Source: an optimization exercise on an open RTL-to-GDS flow (aim: small area, a short achievable clock period and few clock cycles per item). Production flows keep margins and buffers that such runs may drop. Only simulation tests tie the RTL to the original design; equivalence was not proved. No activity file was given, so power comes from the tool's default toggle rates.

==> flow/design.v, too long to show whole: its modules and the start of the top module <==
// module configurable_fir: 13177 lines
module configurable_fir (
  input  logic        clk,
  input  logic        reset,
  input  logic        enable,
  input  logic        bypass,
  input  logic [15:0] tap_din,
  input  logic        tap_din_valid,
  output logic        tap_din_ready,
  output logic        tap_din_done,
  input  logic [15:0] din,
  input  logic        din_valid,
  output logic        din_ready,
  output logic [15:0] dout,
  output logic        dout_valid,
  input  logic        dout_ready
);
  // ...
==> flow/run.sh <==
#!/bin/bash
# synth_recipe.tcl (not shown) runs the flow's synth.tcl, then flattens the netlist and writes it again
# the make line also repeats each setting of config.mk as NAME=value (left out here)
make -C /OpenROAD-flow-scripts/flow DESIGN_CONFIG=/design/flow/config.mk WORK_HOME=/design/flow/orfs CLKGATE_MAP_FILE= SYNTH_SCRIPT=/design/flow/synth_recipe.tcl finish
==> flow/config.mk <==
export PLATFORM = sky130hd
export DESIGN_NAME = configurable_fir
export DESIGN_NICKNAME = configurable_fir
export VERILOG_FILES = /design/flow/design.v
export SDC_FILE = /design/flow/constraint.sdc
export NUM_CORES = 4
export LEC_CHECK = 0
export ABC_AREA = 1
export CAP_MARGIN = 20
export CORE_MARGIN = 2
export CORE_UTILIZATION = 40
export SLEW_MARGIN = 20
==> flow/constraint.sdc <==
create_clock -name core_clock -period 8.0 [get_ports {clk}]
set_input_delay 1.6000 -clock core_clock [delete_from_list [all_inputs] [get_ports {clk}]]
set_output_delay 1.6000 -clock core_clock [all_outputs]
set_load 0.01 [all_outputs]
==> qor.txt, run 1 <==
Setup ws final: 757 ps
Antenna-violating nets left: 0
Critical path startpoint: PS[4][13]
Cell variety after synth: 38
P_comb: 0.000348 W
Design Power: 0.0112 W
Total number of vias: 104,000
Pin count of the biggest net entering global routing: 114
Syn Area/Cell: 10.0 sq um
FFs & Latches: 874
Clock Latency Late Sink: 970 ps
Metal-1 WL: 260 mm
Tot GR Track Use: 54.2%
Worst hold slack: 447 ps
Outcome: finished clean
GR Overflow Total: 0
Crit path cell chain: clkinv_1 > o22ai_1 > a21oi_1 > fa_1 > fa_1 > inv_1 > fa_1 > inv_1 > fa_1 > fa_1 > inv_1 > fa_1 > inv_1 > fa_1 > inv_1
Clock network power share: 51.2%
CTS tree: built
Combinational Power Share: 3.1%
Rows: 189
Wirelength, routed: 748 mm
Clk Tree Root Cell: clkbuf_16
Slew @ Worst Pin: 1360 ps
Setup crit start kind: flop
CTS Hold Bufs: 0
Hold Vio Cnt, Final: 0
Initial antenna violation count: 68
Port Buffers: 57
Setup Crit Path Kind: flop to flop
CP Data Arrival Time: 7950 ps
Testbench counts, summed over its fixed seeds: cycles 2,072, items 2,048.
==> inputs of run 2 (changes only) <==
--- a/flow/config.mk
+++ b/flow/config.mk
@@ -5,7 +5,6 @@
 export SDC_FILE = /design/flow/constraint.sdc
 export NUM_CORES = 4
 export LEC_CHECK = 0
-export ABC_AREA = 1
 export CAP_MARGIN = 20
 export CORE_MARGIN = 2
 export CORE_UTILIZATION = 40
==> run 2 against run 1 <==
Effect of this change: critical endpoint unchanged; cell area is 12% higher; critical path type unchanged; largest cell class unchanged; largest power group unchanged; still clean on timing, DRC and antenna; routed wire length is 7.6% lower; utilization is 0.71 points lower; worst setup slack better by 310 ps.
==> qor.txt, run 2 <==
Outcome: finished clean (unchanged)
HPWL Detailed: 541 mm (was 606 mm)
Asr flop ratio synth: 0% (unchanged)
Slew headroom: 11.2% (was 8.95%)
Vias per Instance: 7.07 (was 7.33)
Initial antenna violation count: 50 (was 68)
Placed inst area: 127,000 sq um (was 113,000 sq um)
Crit path time final: 6930 ps (was 7240 ps)
Syn Nets: 12,700 (was 12,900)
Tot GR Track Use: 44.2% (was 54.2%)
Count leader, synth: fa_1 (unchanged)
CP Data Arrival Time: 7620 ps (was 7950 ps)
Final std cell area, no fill: 131,000 sq um (was 116,000 sq um)
Core area: 303,000 sq um (was 266,000 sq um)
CTS Hold Bufs: 0 (unchanged)
Final setup violation count: 0 (unchanged)
Maxcap violations: 0 (unchanged)
Setup Crit Path Kind: flop to flop (unchanged)
Pin count of the biggest net entering global routing: 118 (was 114)
Top cell by count, worst path: fa_1 (unchanged)
Drt initial violations: 18,700 (was 23,100)
Clk Tree Root Cell: clkbuf_16 (unchanged)
Met3 wire length: 111 mm (was 126 mm)
Rows: 202 (was 189)
Fin cells: 13,900 (was 14,100)
Die footprint: 308,000 sq um (was 272,000 sq um)
Achievable Freq: 0.144 GHz (was 0.138 GHz)
CTS tree: built (unchanged)
Dpl cells: 13,700 (was 13,900)
Synth cell count leaders: fa_1 (2,107), mux2_2 (1,904), a22oi_1 (1,870), clkbuf_1 (1,079), edfxtp_1 (864) (was fa_1 (2,107), a21oi_1 (1,875), o22ai_1 (1,830), inv_1 (1,624), edfxtp_1 (864))
Crit Path Max Fanout: 19 (was 10)
Regs by FF count: H (256), T (256), P (200) (unchanged)
Worst setup EP type: flop (unchanged)
Nets: 12,100 (was 12,700)
Synth area leader: fa_1 (unchanged)
Die H: 555 um (was 521 um)
Antenna-violating nets left: 0 (unchanged)
Synth area leaders: fa_1 (35%), edfxtp_1 (21%), mux2_2 (18%) (was fa_1 (39%), edfxtp_1 (24%), o22ai_1 (11%))
Slowest cell on the critical path: fa_1 (unchanged)
Sequential cell area fraction in the yosys report: 21.5% (was 24.4%)
Cell Area, Synth: 121,000 sq um (was 107,000 sq um)
Family with the most delay on the worst path: adder cells (unchanged)
GR Overflow Total: 0 (unchanged)
Top layer in use: met5 (unchanged)
Clock slew seen by the registers of the worst setup and hold paths: 70 ps (about the same)
Fin util: 43.2% (was 43.9%)
WP buf/inv: 3 (was 6)
Setup TNS: 0 ps (unchanged)
Most frequent cells in the layout: fa_1 (2,107), mux2_2 (1,904), a22oi_1 (1,870) (was fa_1 (2,107), a21oi_1 (1,875), o22ai_1 (1,830))
Vias in the first global route: 96,800 (was 97,400)
Clock Latency Late Sink: 950 ps (was 970 ps)
Hold Vio Cnt, Final: 0 (unchanged)
CP required: 8690 ps (was 8710 ps)
CP max stage delay: 990 ps (was 920 ps)
RSZ-0062 raised after global routing: no (unchanged)
Worst min path class: flop to flop (unchanged)
Slew @ Worst Pin: 1330 ps (was 1360 ps)
Port Buffers: 57 (unchanged)
Max Clock Skew: 75.2 ps (was 87.2 ps)
Yosys warns: 7 (unchanged)
Htree depth: 3 (unchanged)
Share of cells above drive strength 1: 27.0% (was 6.59%)
First-pass GRT wire length: 915 mm (was 966 mm)
Drt pass-1 iters: 10 (was 12)
Crit path cell chain: nor2b_1 > a22oi_1 > fa_1 > fa_1 > fa_1 > fa_1 > fa_1 > fa_1 > inv_1 > fa_1 > inv_1 > fa_1 > inv_1 (was clkinv_1 > o22ai_1 > a21oi_1 > fa_1 > fa_1 > inv_1 > fa_1 > inv_1 > fa_1 > fa_1 > inv_1 > fa_1 > inv_1 > fa_1 > inv_1)
Wirelength, routed: 691 mm (was 748 mm)
Final period util: 86.6% (was 90.5%)
Setup crit start kind: flop (unchanged)
Post-Syn Instances: 10,400 (was 10,600)
Area grow syn2layout: 7.50% (was 8.90%)
Total number of vias: 98,500 (was 104,000)
Top FF cell, synth: edfxtp_1 (unchanged)
#FFs+latches synth: 874 (unchanged)
Post-CTS setup buffer count: 0 (unchanged)
P_leak: 40.8 nW (was 38.2 nW)
Sink Count: 874 (unchanged)
Post-synth top area share: 34.7% (was 39.4%)
Most common cell after layout, fill and taps aside: fa_1 (unchanged)
Power Dens Cells: 87.8 nW/um^2 (was 96.3 nW/um^2)
Syn Area/Cell: 11.7 sq um (was 10.0 sq um)
Clock tree buffer depth: 4 (unchanged)
DR WL/cell: 49.6 um (was 52.9 um)
Post-cts sizing count: 0 (unchanged)
Fin. max-slew vios: 0 (unchanged)
DRC: 0 (unchanged)
Worst IR drop on VDD: 0.173 mV (was 0.198 mV)
Wire length on met2: 272 mm (was 274 mm)
Initial Util: 40.1% (was 40.3%)
Die Width: 555 um (was 521 um)
Number of flops mapped to enable cells by yosys: 864 (unchanged)
Num CTS Buffers: 124 (was 120)
Cell variety after synth: 59 (was 38)
Metal-1 WL: 248 mm (was 260 mm)
Final GP Congestion: 1.14 (was 1.16)
I/O pin count: 59 (unchanged)
[run 2: cell count changes in the layout (fill, tap and decap cells not counted), sizes merged, moves of 34 or more]
cell	before	now
o22ai	1830	1
nand2b	0	135
o21bai	114	3
a22o	0	306
a22oi	0	1870
buf	448	578
nand2	699	546
a21oi	1875	32
a31oi	39	5
o221ai	191	1
nor2b	0	134
nor2	222	28
mux2	0	1904
inv	1636	851
[run 2: through the flow]
step           hold WS, ps  setup WS, ps  power [W]
3_3_place_gp           436          1300    0.00573
5_1_grt                476          1090     0.0116
3_5_place_dp           444          1270    0.00574
6_report               454          1070     0.0115
4_1_cts                458          1260     0.0114
2_1_floorplan          424           531    0.00552
[run 2: path summary, 6_finish.rpt]
kind	startpoint	endpoint	slack, ps	cells after the start
worst max-delay path	H[7][5]	P[84]	1070	13
worst min-delay path	h_v	h_v	450	1
worst max register to register	H[7][5]	P[84]	1070	13
worst min register to register	h_v	h_v	450	1
[run 2: cell families (layout without fill, tap and decap cells)]
logic type	Yosys count	count (layout)	synth area share (%)
mux	1906	1906	17.7
flops	874	874	21.5
other cells	0	7	0
xor+xnor	32	32	0.231
simple gates	908	908	3.49
buf+inv	2163	1707	6.69
compound gates	2311	2311	14.5
fa+ha+maj	2218	2218	35.9
[run 2: power by group]
group	internal, W	switching [W]	total [W]	leakage [nW]
Sequential	0.00502	0.000185	0.00521	9.33
Clock	0.00324	0.00254	0.00578	1.93
Combinational	0.000230	0.000243	0.000472	29.5
[run 2: final cells by class]
| type | count | area [sq um] |
|---|---|---|
| diodes | 7 | 17.5 |
| clock buffers | 143 | 3200 |
| clock inverters | 85 | 800 |
| fillers | 28000 | 172000 |
| inverters | 843 | 3160 |
| multi-input cells | 7375 | 87200 |
| flip-flops and latches | 874 | 26100 |
| well taps | 3978 | 4980 |
| repair buffers | 636 | 5050 |
[run 2: metal layers]
layer,GRT usage [%],up-vias
met5,1.33,-
met4,29.0,56
met3,21.5,2034
met2,60.0,9248
met1,55.1,51400
li1,-,35800
[run 2: worst register-to-register path: stages, from the launching register on]
cell	delay, ps
edfxtp_1	770
nor2b_1	770
a22oi_1	250
fa_1	580
fa_1	990
fa_1	560
fa_1	570
fa_1	460
fa_1	570
inv_1	60
fa_1	500
inv_1	60
fa_1	510
inv_1	40

## afterwards: timing with drivers on the ports
The flow's constraints put no driver on any port. The routed layouts listed below were extracted and timed again, unchanged, in two steps.
Step 1 assumes that a clkbuf_16 drives the clock port and a buf_2 every other input.
Step 2, shift: input delay + t, output delay - t, t = (earliest + latest rising clock arrival at the registers) / 2. This alone moves slack from input paths to output paths.
Slacks: ideal / step 1 / step 2; pairs: ideal / step 1.
| run | t (ns) | slack for setup (ns) | hold WS [ns] | worst setup path at the end | worst data-port slew with drivers (ns) |
|---|---|---|---|---|---|
| run 1 | 1.040 | 0.757 / 0.757 / 0.757 | 0.447 / 0.447 / 0.447 | register to register | 0.17 |
| run 2 | 1.038 | 1.071 / 1.071 / 1.071 | 0.454 / 0.454 / 0.454 | register to register | 0.12 |
After both steps every run listed still meets setup and hold.
